Source: an optimization exercise on an open RTL-to-GDS flow (aim: small area, a short achievable clock period and few clock cycles per item). Production flows keep margins and buffers that such runs may drop. Only simulation tests tie the RTL to the original design; equivalence was not proved. The clock port is modelled as an ideal driver, which makes a skipped or thinned clock tree look cheaper than it is; a real chip needs a root buffer or a tree. No activity file was given, so power comes from the tool's default toggle rates.

## build 44
==> flow/design.v <==
`timescale 1ns / 1ps
module automaton_rule(
    input  [31:0] rule,
    input  [15:0] sel,          
    output        n0,
    output        n1);
    wire [15:0] e0, e1;
    genvar i;
    generate
        for (i = 0; i < 16; i = i + 1) begin : g
            assign e0[i] = rule[{i[3:1], 1'b0, i[0]}];
            assign e1[i] = rule[{i[3:1], 1'b1, i[0]}];
        end
    endgenerate
    assign n0 = |(sel & e0);
    assign n1 = |(sel & e1);
endmodule
module automaton_pick(
    input         world_in,
    input         ch0,
    input         ch1,
    input         is_read,
    input  [12:0] wr,           
    input  [12:0] rd,           
    output        do_wr,
    output [12:0] nxt);
    assign do_wr = is_read & (world_in ? ch1 : ch0);
    assign nxt   = do_wr ? wr : rd;
endmodule
module automaton(
    input               clk,
    input               rst,
    input      [31:0]   rule,
    output reg [5:0]    row,
    output reg [5:0]    col,
    output reg          world_we,
    input               world_in,
    output reg          world_out,
    output reg          update_done);
    reg [17:0] sr;          
    reg [63:0] st;          
    reg        c0, c1;      
    reg        halo;        
    reg        first;       
    wire       is_read = ~world_we;
    wire [2:0] s_ = row[5:3];
    wire [2:0] j_ = row[2:0];
    wire       rh = is_read & halo;             
    wire       rd = is_read & ~halo;            
    wire       col0  = (col == 6'd0);
    wire       col63 = (col == 6'd63);
    wire       j7 = (j_ == 3'd7);
    wire [2:0] sd = rh ? (col63 ? 3'd0 : 3'd7) : {2'b00, j7} + {2'b00, ~is_read & col63};
    wire [5:0] nr_row = {s_ + sd, rh ? j_ : j_ + 3'd1};
    wire [5:0] nr_col = col + {5'd0, ~rd};
    wire       nr_halo = ~rh & j7;
    wire       mW    = rd ? (col == 6'd1) : col0;              
    wire       j0    = rh | j7;                                
    wire       q     = (rd & col0) ? (s_ == 3'd0) : (s_ == 3'd7);
    wire       mN    = rh ? (s_ == 3'd1) : (j7 & q);           
    wire       mS    = ~rh & (j_ == 3'd6) & q;                 
    wire       tS = is_read ? sr[6]  : sr[7];
    wire       tC = is_read ? sr[7]  : sr[8];
    wire       tN = is_read ? sr[8]  : sr[9];
    wire       tW = is_read ? sr[16] : sr[17];
    wire       bN = (j0 ? st[63] : tN) & ~mN;
    wire       bW = tW & ~mW;
    wire       bS = tS & ~mS;
    wire       n0, n1;
    automaton_rule lut(.rule(rule), .sel(16'd1 << {bN, bW, tC, bS}),
                       .n0(n0), .n1(n1));
    wire       valid = ~halo & ~(first & col0);
    wire       ch0 = valid & (c0 ^ sr[8]);
    wire       ch1 = valid & ((col0 ? c0 : c1) ^ sr[8]);
    wire [5:0] wr_row = {col0 ? s_ - 3'd1 : s_, j_};
    wire       do_wr;
    wire [5:0] n_row, n_col;
    wire       n_halo;
    automaton_pick pick(.world_in(world_in), .ch0(ch0), .ch1(ch1),
                        .is_read(is_read),
                        .wr(rst ? 13'd0 : {wr_row, col - 6'd1, 1'b0}),
                        .rd(rst ? 13'd0 : {nr_row, nr_col, nr_halo}),
                        .do_wr(do_wr), .nxt({n_row, n_col, n_halo}));
    always @(posedge clk) begin
        if (is_read)
            sr <= {sr[16:0], world_in};
        if (is_read & ~halo & (row[2:0] == 3'd0))
            st <= {st[62:0], sr[1]};
        world_out <= ~sr[8];
        row <= n_row;
        col <= n_col;
        halo <= n_halo;
        world_we <= do_wr & ~rst;
        c0 <= n0;
        c1 <= n1;
        if (rst) begin
            first <= 1'b1;
            update_done <= 1'b0;
        end else begin
            first <= first & col0;
            update_done <= is_read & halo & ~first & (row == 6'd8) & (col == 6'd0);
        end
    end
endmodule
clock: 10.0 ns
lec_check: 0
abc_area: 1
cap_margin: 20
core_margin: 2
core_utilization: 50
gpl_routability_driven: 1
gpl_timing_driven: 1
place_density: 0.6
slew_margin: 20
synth_hierarchical: 1
standard.sh (not shown) runs the stock make flow with config.mk's settings and CLKGATE_MAP_FILE= SYNTH_SCRIPT=/design/flow/synth_recipe.tcl, a recipe that flattens the netlist after the stock synthesis.
==> flow/flow/run.sh <==
#!/bin/bash
set -euo pipefail
bash standard.sh SYNTH_SCRIPT=$(pwd)/flow/synth_own.tcl SETUP_SLACK_MARGIN=7.25 BUFFER_PORTS_ARGS="-buffer_cell sky130_fd_sc_hd__buf_1" PRE_CTS_TCL=$(pwd)/flow/own_cts.tcl POST_CTS_TCL=$(pwd)/flow/own_post_cts.tcl OWN_ABC_PICK=speed finish > standard.log 2>&1
==> flow/flow/own_post_cts.tcl <==
# Sourced as POST_CTS_TCL, after the CTS step's repair_timing. For each output
# port driven (through its port buffer) by a flip-flop that also drives other
# logic, the other loads are moved behind a new buffer, so that the flip-flop
# drives only the port buffer and that buffer; the port buffer becomes
# OWN_OUTBUF (buf_2). The cells are then legalised again.
proc own_split_outputs {} {
  set db [ord::get_db]
  set block [ord::get_db_block]
  set outbuf [$db findMaster [expr {[info exists ::env(OWN_OUTBUF)] ? $::env(OWN_OUTBUF) : "sky130_fd_sc_hd__buf_2"}]]
  set splitbuf [$db findMaster [expr {[info exists ::env(OWN_SPLITBUF)] ? $::env(OWN_SPLITBUF) : "sky130_fd_sc_hd__buf_1"}]]
  set n 0
  foreach bt [$block getBTerms] {
    if {[$bt getIoType] ne "OUTPUT"} { continue }
    set drv [[$bt getNet] getFirstOutput]
    if {$drv eq "NULL" || $drv eq ""} { continue }
    set ob [$drv getInst]
    if {![string match "*buf*" [[$ob getMaster] getName]]} { continue }
    if {[[$ob getMaster] getArea] < [$outbuf getArea]} { $ob swapMaster $outbuf }
    set qnet [[$ob findITerm A] getNet]
    set qdrv [$qnet getFirstOutput]
    if {$qdrv eq "NULL" || $qdrv eq ""} { continue }
    if {![string match "*df*" [[[$qdrv getInst] getMaster] getName]]} { continue }
    set others {}
    foreach it [$qnet getITerms] {
      if {[$it isOutputSignal]} { continue }
      if {[$it getInst] eq $ob} { continue }
      lappend others $it
    }
    if {[llength $others] == 0} { continue }
    set sb [odb::dbInst_create $block $splitbuf "split_own_$n"]
    set snet [odb::dbNet_create $block "split_own_net_$n"]
    [$sb findITerm A] connect $qnet
    [$sb findITerm X] connect $snet
    foreach it $others { $it disconnect; $it connect $snet }
    set loc [[$qdrv getInst] getLocation]
    $sb setLocation [lindex $loc 0] [lindex $loc 1]
    $sb setPlacementStatus PLACED
    incr n
  }
  puts "own_post_cts: split the loads of $n output flip-flops"
}
own_split_outputs
estimate_parasitics -placement
detailed_placement
check_placement -verbose
==> flow/flow/synth_own.tcl <==
# The standard synthesis script (synth_recipe.tcl), with one change to the
# ABC mapping: the top module and the rule lookup are mapped with
# abc_own.script (beside this file: map -a and mfs2, for area), and the module
# that carries the late inputs world_in and rst (automaton_pick) with ORFS's
# own script (abc_area.script, or abc_speed.script with OWN_ABC_PICK=speed).
# Registers, their names and their cell types are the standard synthesis's.
set own_abc_script [file normalize [file join [file dirname [info script]] abc_own.script]]
proc synth {args} { yosys synth -nofsm -noshare {*}$args }
proc abc {args} {
  set i [lsearch -exact $args -script]
  if {$i < 0} { yosys abc {*}$args; return }
  set own $args
  lset own [expr {$i + 1}] $::own_abc_script
  yosys abc {*}$own automaton automaton_rule
  set late $args
  if {[info exists ::env(OWN_ABC_PICK)] && $::env(OWN_ABC_PICK) eq "speed"} {
    lset late [expr {$i + 1}] $::env(SCRIPTS_DIR)/abc_speed.script
  }
  yosys abc {*}$late automaton_pick
}
source $::env(SCRIPTS_DIR)/synth.tcl
# left out here: clear keep_hierarchy, flatten, clean up, hide names made inside functions, write 1_2_yosys.v
Other scripts of this flow, unchanged in this note and not shown: flow/flow/abc_own.script, flow/flow/own_cts.tcl
Testbench counts of build 44, summed over its fixed seeds: cycles 2,499,633, generations 384.
diff inputs: build 44 => build 33
==> flow/flow/run.sh <==
#!/bin/bash
set -euo pipefail
bash standard.sh SYNTH_SCRIPT=$(pwd)/flow/synth_own.tcl SETUP_SLACK_MARGIN=7.3 BUFFER_PORTS_ARGS="-buffer_cell sky130_fd_sc_hd__buf_1" PRE_CTS_TCL=$(pwd)/flow/own_cts.tcl POST_CTS_TCL=$(pwd)/flow/own_post_cts.tcl  finish > standard.log 2>&1
==> flow/flow/synth_own.tcl <==
# The standard synthesis script (synth_recipe.tcl), with one change: ABC
# maps the top module with abc_own.script (beside this file: map -a and mfs2,
# for area) and the two small modules that carry the late inputs (rule and
# world_in) with ORFS's own script. Registers, their names and their cell
# types are the standard synthesis's.
set own_abc_script [file normalize [file join [file dirname [info script]] abc_own.script]]
proc synth {args} { yosys synth -nofsm -noshare {*}$args }
proc abc {args} {
  set i [lsearch -exact $args -script]
  if {$i < 0} { yosys abc {*}$args; return }
  set late {automaton_pick}
  set own $args
  lset own [expr {$i + 1}] $::own_abc_script
  yosys abc {*}$own automaton automaton_rule
  yosys abc {*}$args {*}$late
}
source $::env(SCRIPTS_DIR)/synth.tcl
# left out here: clear keep_hierarchy, flatten, clean up, hide names made inside functions, write 1_2_yosys.v
Notes after the runs:
Combined area of the multi-input logic cells in build 33 is 2.8% below build 44. The class of the most critical setup path comes out flop to primary output in one run and input pin to flop in the other, namely in build 33 and build 44 respectively. Comparing build 33 and build 44, the higher layout overhead on the synthesized area is on build 44. Compare build 33 and build 44 | wire length of the first global-routing pass lower: build 44. Per the comparison of build 33 with build 44, sequential share of layout area has increased; global-route usage has decreased; via count has increased. Build 33 closes out successfully: all stages finished, all timing, DRC and antenna checks passed.
#### Input delta (build 57 over build 33)
==> flow/flow/run.sh <==
#!/bin/bash
set -euo pipefail
bash standard.sh SYNTH_SCRIPT=$(pwd)/flow/synth_own.tcl SETUP_SLACK_MARGIN=7.2 BUFFER_PORTS_ARGS="-buffer_cell sky130_fd_sc_hd__buf_1" PRE_CTS_TCL=$(pwd)/flow/own_cts.tcl  finish > standard.log 2>&1
removed: flow/flow/own_post_cts.tcl
### Flow results
From build 33 to build 57 the numbers moved as follows: routed length on met3 decreased about 14%; mapped cell area essentially unchanged.
NOTE post-layout total power build 33->build 57 decreased by a few percent
Min final weighted congestion of routability-driven global placement across build 33 and build 57: build 33
Diff build 33 -> build 57: fraction of area in registers now sits higher, final-layout worst hold slack now sits at about the same level, combined area of the multi-input logic cells now sits lower.
Critical path depth came out exactly the same in build 33 and build 57.
Design area on build 57 is down relative to build 33.
On setup slack, build 57 does worse than build 33.
Lower global-route usage was reported by build 57, not build 33.
Global-route layer with the greatest usage = met1: build 57; global-route layer with the greatest usage = met2: build 33
For build 18, these inputs were changed with respect to build 57:
==> flow/flow/run.sh <==
#!/bin/bash
set -euo pipefail
bash standard.sh SYNTH_SCRIPT=$(pwd)/flow/synth_own.tcl SETUP_SLACK_MARGIN=7.25 BUFFER_PORTS_ARGS="-buffer_cell sky130_fd_sc_hd__buf_1" PRE_CTS_TCL=$(pwd)/flow/own_cts.tcl  finish > standard.log 2>&1
--- a/flow/flow/synth_own.tcl
+++ b/flow/flow/synth_own.tcl
@@ -1,5 +1,6 @@
-# The standard synthesis script (synth_recipe.tcl), with one change: ABC
-# maps the top module with abc_own.script (beside this file: map -a and mfs2,
-# for area) and the two small modules that carry the late inputs (rule and
-# world_in) with ORFS's own script. Registers, their names and their cell
-# types are the standard synthesis's.
+# The standard synthesis script (synth_recipe.tcl), with one change to the
+# ABC mapping: the top module and the rule lookup are mapped with
+# abc_own.script (beside this file: map -a and mfs2, for area), and the module
+# that carries the late inputs world_in and rst (automaton_pick) with ORFS's
+# own script (abc_area.script, or abc_speed.script with OWN_ABC_PICK=speed).
+# Registers, their names and their cell types are the standard synthesis's.
@@ -11 +11,0 @@
-  set late {automaton_pick}
@@ -15 +15,5 @@
-  yosys abc {*}$args {*}$late
+  set late $args
+  if {[info exists ::env(OWN_ABC_PICK)] && $::env(OWN_ABC_PICK) eq "speed"} {
+    lset late [expr {$i + 1}] $::env(SCRIPTS_DIR)/abc_speed.script
+  }
+  yosys abc {*}$late automaton_pick
--- a/flow/config.mk
+++ b/flow/config.mk
@@ -11 +11 @@
-export CORE_UTILIZATION = 50
+export CORE_UTILIZATION = 40
@@ -14 +14 @@
-export PLACE_DENSITY = 0.6
+export PLACE_DENSITY = 0.45
Results
Between build 18 and build 57, it is build 18 whose actual transition at the worst max-transition pin is higher, by 0.022 ns. Share of the clock period used by the worst path after layout ended up 0.56 points lower on build 18 than on build 57. Delta (build 18 minus build 57): die outline area higher; power +0.53%; area of placed instances +about 0.8%; met1 usage lower. Compared build 18 against build 57; sequential power within noise. Compared with build 57, build 18 improves worst supply voltage drop on vdd. On clock slew seen by the registers of the worst setup and hold paths, build 57 tracks build 18 almost exactly. Re area growth from synthesis to final layout: build 18 is 1.4 points up on build 57.
In every run of this note, the design's own scripts or RTL, not TritonCTS, make the clock network.

re-timing with driven ports:
The flow's constraints put no driver on any port. The routed layouts listed below were extracted and timed again, unchanged, in two steps. Step 1 assumes that a clkbuf_16 drives the clock port and a buf_2 every other input. Step 2, shift: input delay + t, output delay - t, t = (earliest + latest rising clock arrival at the registers) / 2. This alone moves slack from input paths to output paths. Three values: ideal ports, drivers, drivers and shift; two values: the first two.
| run | shift t [ns] | setup slack, ns | pins driven straight from the clock port |
|---|---|---|---|
| build 44 | 0.233 | 7.154 / 7.190 / 6.957 | 4 |
| build 33 | 0.227 | 7.351 / 7.278 / 7.215 | 4 |
| build 57 | 0.224 | 7.236 / 7.165 / 7.113 | 4 |
| build 18 | 0.228 | 7.292 / 7.218 / 7.176 | 4 |
After both steps every run listed still meets setup and hold. For build 44, which loses most, drivers alone change the setup slack by +0.036 ns; drivers and shift together by -0.197 ns.
